What follows belongs to an exercise in optimizing a design on an open flow for small area; a production flow would make more cautious choices.
In this exercise RTL edits were held to simulation tests only and were not proved equivalent to the original.

==> run a <==
==> flow/design.v <==
module ahb (
            hclk
           ,hresetn
           ,htrans
           ,haddr
           ,hwdata
           ,hready_in
           ,hsel
           ,hwrite
           ,hsize
           ,hresp
           ,hready_out
           ,hrdata
           ,frame_num
           ,sample_in_frame
           ,com_2_ovl
           ,max_point_fft_core
           ,alpha
           ,quarter
           ,fft_num
           ,fft_stage_number
           ,mel_num
           ,cep_num
           ,trigger
           );
input hclk;                       
input hresetn;                    
input [1:0]htrans;
input [11:0]haddr;
input [31:0]hwdata;
input hready_in;
input hsel;
input hwrite;
input [2:0]hsize;
output [1:0]hresp;
output hready_out;
output [31:0]hrdata;
output [31:0]frame_num;            
output [31:0]sample_in_frame;      
output [31:0]com_2_ovl;            
output [31:0]max_point_fft_core;   
output [31:0]alpha;                
output [31:0]quarter;              
output [31:0]fft_num;              
output [31:0]fft_stage_number;     
output [31:0]mel_num;              
output [31:0]cep_num;              
output trigger;                    
wire [31:0]hrdata;
reg [31:0]frame_num;
reg [31:0]sample_in_frame;
reg [31:0]com_2_ovl;
reg [31:0]max_point_fft_core;
reg [31:0]alpha;
reg [31:0]quarter;
reg [31:0]fft_num;
reg [31:0]fft_stage_number;
reg [31:0]mel_num;
reg [31:0]cep_num;
reg trigger;
reg [3:0]addr_q;
reg wr_q;
wire xfer = htrans[1] & hready_in & hsel;
always @(posedge hclk) begin
  addr_q <= haddr[3:0] | {4{|haddr[11:4]}};
end
always @(posedge hclk or negedge hresetn) begin
  if (!hresetn) wr_q <= 1'b0;
  else          wr_q <= xfer & hwrite & (hsize == 3'b010);
end
wire [10:0]sel;
wire [10:0]we;
wire [10:0]nwe;
ahb_dec u_dec (.a(addr_q), .w(wr_q), .sel(sel), .we(we), .nwe(nwe));
wire [31:0]rv [0:9];
wire [31:0]nx [0:9];
assign rv[0] = frame_num;
assign rv[1] = sample_in_frame;
assign rv[2] = com_2_ovl;
assign rv[3] = max_point_fft_core;
assign rv[4] = alpha;
assign rv[5] = quarter;
assign rv[6] = fft_num;
assign rv[7] = fft_stage_number;
assign rv[8] = mel_num;
assign rv[9] = cep_num;
genvar k, i;
generate
  for (k = 0; k < 10; k = k + 1) begin : g_reg
    for (i = 0; i < 32; i = i + 1) begin : g_bit
      ahb_wmux u_wm (.s(we[k]), .sn(nwe[k]), .d(hwdata[i]), .q(rv[k][i]), .y(nx[k][i]));
    end
  end
endgenerate
wire nx_trigger;
ahb_wmux u_wm_trig (.s(we[10]), .sn(nwe[10]), .d(hwdata[0]), .q(trigger), .y(nx_trigger));
always @(posedge hclk or negedge hresetn) begin
  if (!hresetn) begin
    frame_num          <= 32'b0;
    sample_in_frame    <= 32'b0;
    com_2_ovl          <= 32'b0;
    max_point_fft_core <= 32'b0;
    alpha              <= 32'b0;
    quarter            <= 32'b0;
    fft_num            <= 32'b0;
    fft_stage_number   <= 32'b0;
    mel_num            <= 32'b0;
    cep_num            <= 32'b0;
    trigger            <= 1'b0;
  end
  else begin
    frame_num          <= nx[0];
    sample_in_frame    <= nx[1];
    com_2_ovl          <= nx[2];
    max_point_fft_core <= nx[3];
    alpha              <= nx[4];
    quarter            <= nx[5];
    fft_num            <= nx[6];
    fft_stage_number   <= nx[7];
    mel_num            <= nx[8];
    cep_num            <= nx[9];
    trigger            <= nx_trigger;
  end
end
ahb_rmux11 u_rm0 (.s(sel), .d({trigger, rv[9][0], rv[8][0], rv[7][0], rv[6][0], rv[5][0], rv[4][0], rv[3][0], rv[2][0], rv[1][0], rv[0][0]}), .y(hrdata[0]));
generate
  for (i = 1; i < 32; i = i + 1) begin : g_rd
    ahb_rmux10 u_rm (.s(sel[9:0]), .d({rv[9][i], rv[8][i], rv[7][i], rv[6][i], rv[5][i], rv[4][i], rv[3][i], rv[2][i], rv[1][i], rv[0][i]}), .y(hrdata[i]));
  end
endgenerate
assign hresp = 2'b0;
assign hready_out = 1'b1;
endmodule
module ahb_dec (
  input  [3:0]a,
  input  w,
  output [10:0]sel,
  output [10:0]we,
  output [10:0]nwe
);
wire [3:0]lo;
wire [3:0]nlo;
wire [2:0]hi;
wire [2:0]nhi;
wire [2:0]hiw;
wire [2:0]nhiw;
genvar j, k;
generate
  for (j = 0; j < 4; j = j + 1) begin : g_lo
    assign lo[j]  = (a[1:0] == j);
    assign nlo[j] = ~lo[j];
  end
  for (j = 0; j < 3; j = j + 1) begin : g_hi
    assign hi[j]   = (a[3:2] == j);
    assign nhi[j]  = ~hi[j];
    assign hiw[j]  = hi[j] & w;
    assign nhiw[j] = ~hiw[j];
  end
  for (k = 0; k < 11; k = k + 1) begin : g
    ahb_nor2  u_sel (.a(nlo[k % 4]), .b(nhi[k / 4]),  .y(sel[k]));
    ahb_nor2  u_we  (.a(nlo[k % 4]), .b(nhiw[k / 4]), .y(we[k]));
    ahb_nand2 u_nwe (.a(lo[k % 4]),  .b(hiw[k / 4]),  .y(nwe[k]));
  end
endgenerate
endmodule
module ahb_nor2 (
  input  a,
  input  b,
  output y
);
assign y = ~(a | b);
endmodule
module ahb_nand2 (
  input  a,
  input  b,
  output y
);
assign y = ~(a & b);
endmodule
module ahb_wmux (
  input  s,
  input  sn,
  input  d,
  input  q,
  output y
);
assign y = (s & d) | (sn & q);
endmodule
module ahb_rmux10 (
  input  [9:0]s,
  input  [9:0]d,
  output y
);
wire [2:0]n;
ahb_aoi222 u_a0 (.a(s[2:0]), .b(d[2:0]), .y(n[0]));
ahb_aoi222 u_a1 (.a(s[5:3]), .b(d[5:3]), .y(n[1]));
ahb_aoi222 u_a2 (.a(s[8:6]), .b(d[8:6]), .y(n[2]));
assign y = ~(n[0] & n[1] & n[2] & ~(s[9] & d[9]));
endmodule
module ahb_rmux11 (
  input  [10:0]s,
  input  [10:0]d,
  output y
);
wire [2:0]n;
ahb_aoi222 u_a0 (.a(s[2:0]), .b(d[2:0]), .y(n[0]));
ahb_aoi222 u_a1 (.a(s[5:3]), .b(d[5:3]), .y(n[1]));
ahb_aoi222 u_a2 (.a(s[8:6]), .b(d[8:6]), .y(n[2]));
assign y = ~(n[0] & n[1] & n[2] & ~((s[9] & d[9]) | (s[10] & d[10])));
endmodule
module ahb_aoi222 (
  input  [2:0]a,
  input  [2:0]b,
  output y
);
assign y = ~|(a & b);
endmodule
==> flow/flow/run.sh <==
#!/bin/bash
# Standard ORFS layout, with the smallest buffer (sky130_fd_sc_hd__buf_1)
# on every port and a clock tree built without dummy loads.
set -euo pipefail
CTS="-sink_clustering_enable -repair_clock_nets -dont_use_dummy_load -buf_list sky130_fd_sc_hd__clkbuf_16 -root_buf sky130_fd_sc_hd__clkbuf_4 -tree_buf sky130_fd_sc_hd__clkbuf_4 -sink_clustering_size 28 -sink_clustering_max_diameter 150"
bash standard.sh 'BUFFER_PORTS_ARGS=-buffer_cell sky130_fd_sc_hd__buf_1' "CTS_ARGS=$CTS" finish > make_finish.log 2>&1
==> flow/standard.sh <==
#!/bin/bash
# synth_recipe.tcl (not shown) runs the flow's synth.tcl, then flattens the netlist and writes it again
# the make line also repeats each setting of config.mk as NAME=value (left out here)
make -C /OpenROAD-flow-scripts/flow DESIGN_CONFIG=/design/flow/config.mk WORK_HOME=/design/flow/orfs CLKGATE_MAP_FILE= SYNTH_SCRIPT=/design/flow/synth_recipe.tcl "${@:-finish}"
==> flow/config.mk <==
export PLATFORM = sky130hd
export DESIGN_NAME = ahb
export DESIGN_NICKNAME = ahb
export VERILOG_FILES = /design/flow/design.v
export SDC_FILE = /design/flow/constraint.sdc
export NUM_CORES = 4
export LEC_CHECK = 0
export CAP_MARGIN = 0
export CORE_MARGIN = 2
export CORE_UTILIZATION = 65
export GPL_TIMING_DRIVEN = 0
export SLEW_MARGIN = 0
export SYNTH_HIERARCHICAL = 1
==> flow/constraint.sdc <==
create_clock -name core_clock -period 10.0 [get_ports {hclk}]
set_input_delay 2.0000 -clock core_clock [delete_from_list [all_inputs] [get_ports {hclk}]]
set_output_delay 2.0000 -clock core_clock [all_outputs]
set_load 0.01 [all_outputs]
==> inputs of run b, as changes to run a <==
==> flow/design.v, changed modules only <==
module ahb_dec (
  input  [3:0]a,
  input  w,
  output [10:0]sel,
  output [10:0]we,
  output [10:0]nwe
);
genvar k;
generate
  for (k = 0; k < 11; k = k + 1) begin : g
    assign sel[k] = (a == k);
    assign we[k]  = w & sel[k];
    assign nwe[k] = ~we[k];
  end
endgenerate
endmodule
// module ahb_nor2 removed
// module ahb_nand2 removed
==> flow/flow/run.sh (replaced) <==
#!/bin/bash
# Standard ORFS layout, but the port buffers are the smallest buffer
# (sky130_fd_sc_hd__buf_1) instead of the one buffer_ports picks itself.
set -euo pipefail
bash standard.sh 'BUFFER_PORTS_ARGS=-buffer_cell sky130_fd_sc_hd__buf_1' finish > make_finish.log 2>&1
Settings changed: CAP_MARGIN 0 to 20, CORE_UTILIZATION 65 to 40, GPL_TIMING_DRIVEN 0 to default, SLEW_MARGIN 0 to 20.
==> flow_metrics.env <==
export IMPL_status="no timing/DRC/antenna violations"
export IMPL_path_clk_slew_ns=0.06
export IMPL_critPathLaunch="addr_q[0]"
export IMPL_multi_input_area_mm2=0.00459
export IMPL_period_share_pct=54.5
export IMPL_grt_util_met2_pct=51.4
export IMPL_design_area_mm2=0.0163
export IMPL_start_util_pct=40.9
export IMPL_syn_inst=873
export IMPL_place_area_mm2=0.0150
export IMPL_instances_no_fill=1762
export IMPL_die_area_mm2=0.0329
export IMPL_die_width_um=181
-- figures above: run b

==> flow_metrics.env <==
export IMPL_start_util_pct=66.8
export IMPL_die_width_um=143
export IMPL_grt_util_met2_pct=73.1
export IMPL_p_sw_share_pct=22.1
export IMPL_period_share_pct=50.3
export IMPL_syn_inst=870
export IMPL_design_area_mm2=0.0156
export IMPL_die_area_mm2=0.0205
export IMPL_instances_no_fill=1584
export IMPL_sh_seq_area_pct=52.1
export IMPL_critPathLaunch="addr_q[1]"
export IMPL_status="no timing/DRC/antenna violations"
export IMPL_path_clk_slew_ns=0.11
export IMPL_place_area_mm2=0.0153
-- figures above: run a

-- static timing again, ports no longer ideal --
The results above use ideal ports. As a check the final layouts listed here were re-extracted and re-timed, cells and wires unchanged.
Step 1 assumes that a clkbuf_16 drives the clock port and a buf_2 every other input.
Step 2 also shifts input and output timing later by t, the mid clock arrival at the registers, as if the neighbouring blocks saw the same clock.
Three values: ideal ports, drivers, drivers and shift; two values: the first two.
run	t (ns)	slack for setup (ns)	hold WS [ns]	worst setup path at the end	pins driven straight from the clock port
run a	0.718	4.975 / 4.929 / 5.647	0.528 / 0.528 / 0.528	register to output	1
run b	0.549	4.554 / 4.503 / 5.052	0.517 / 0.517 / 0.517	register to output	1
After both steps setup and hold are still met in every run listed.
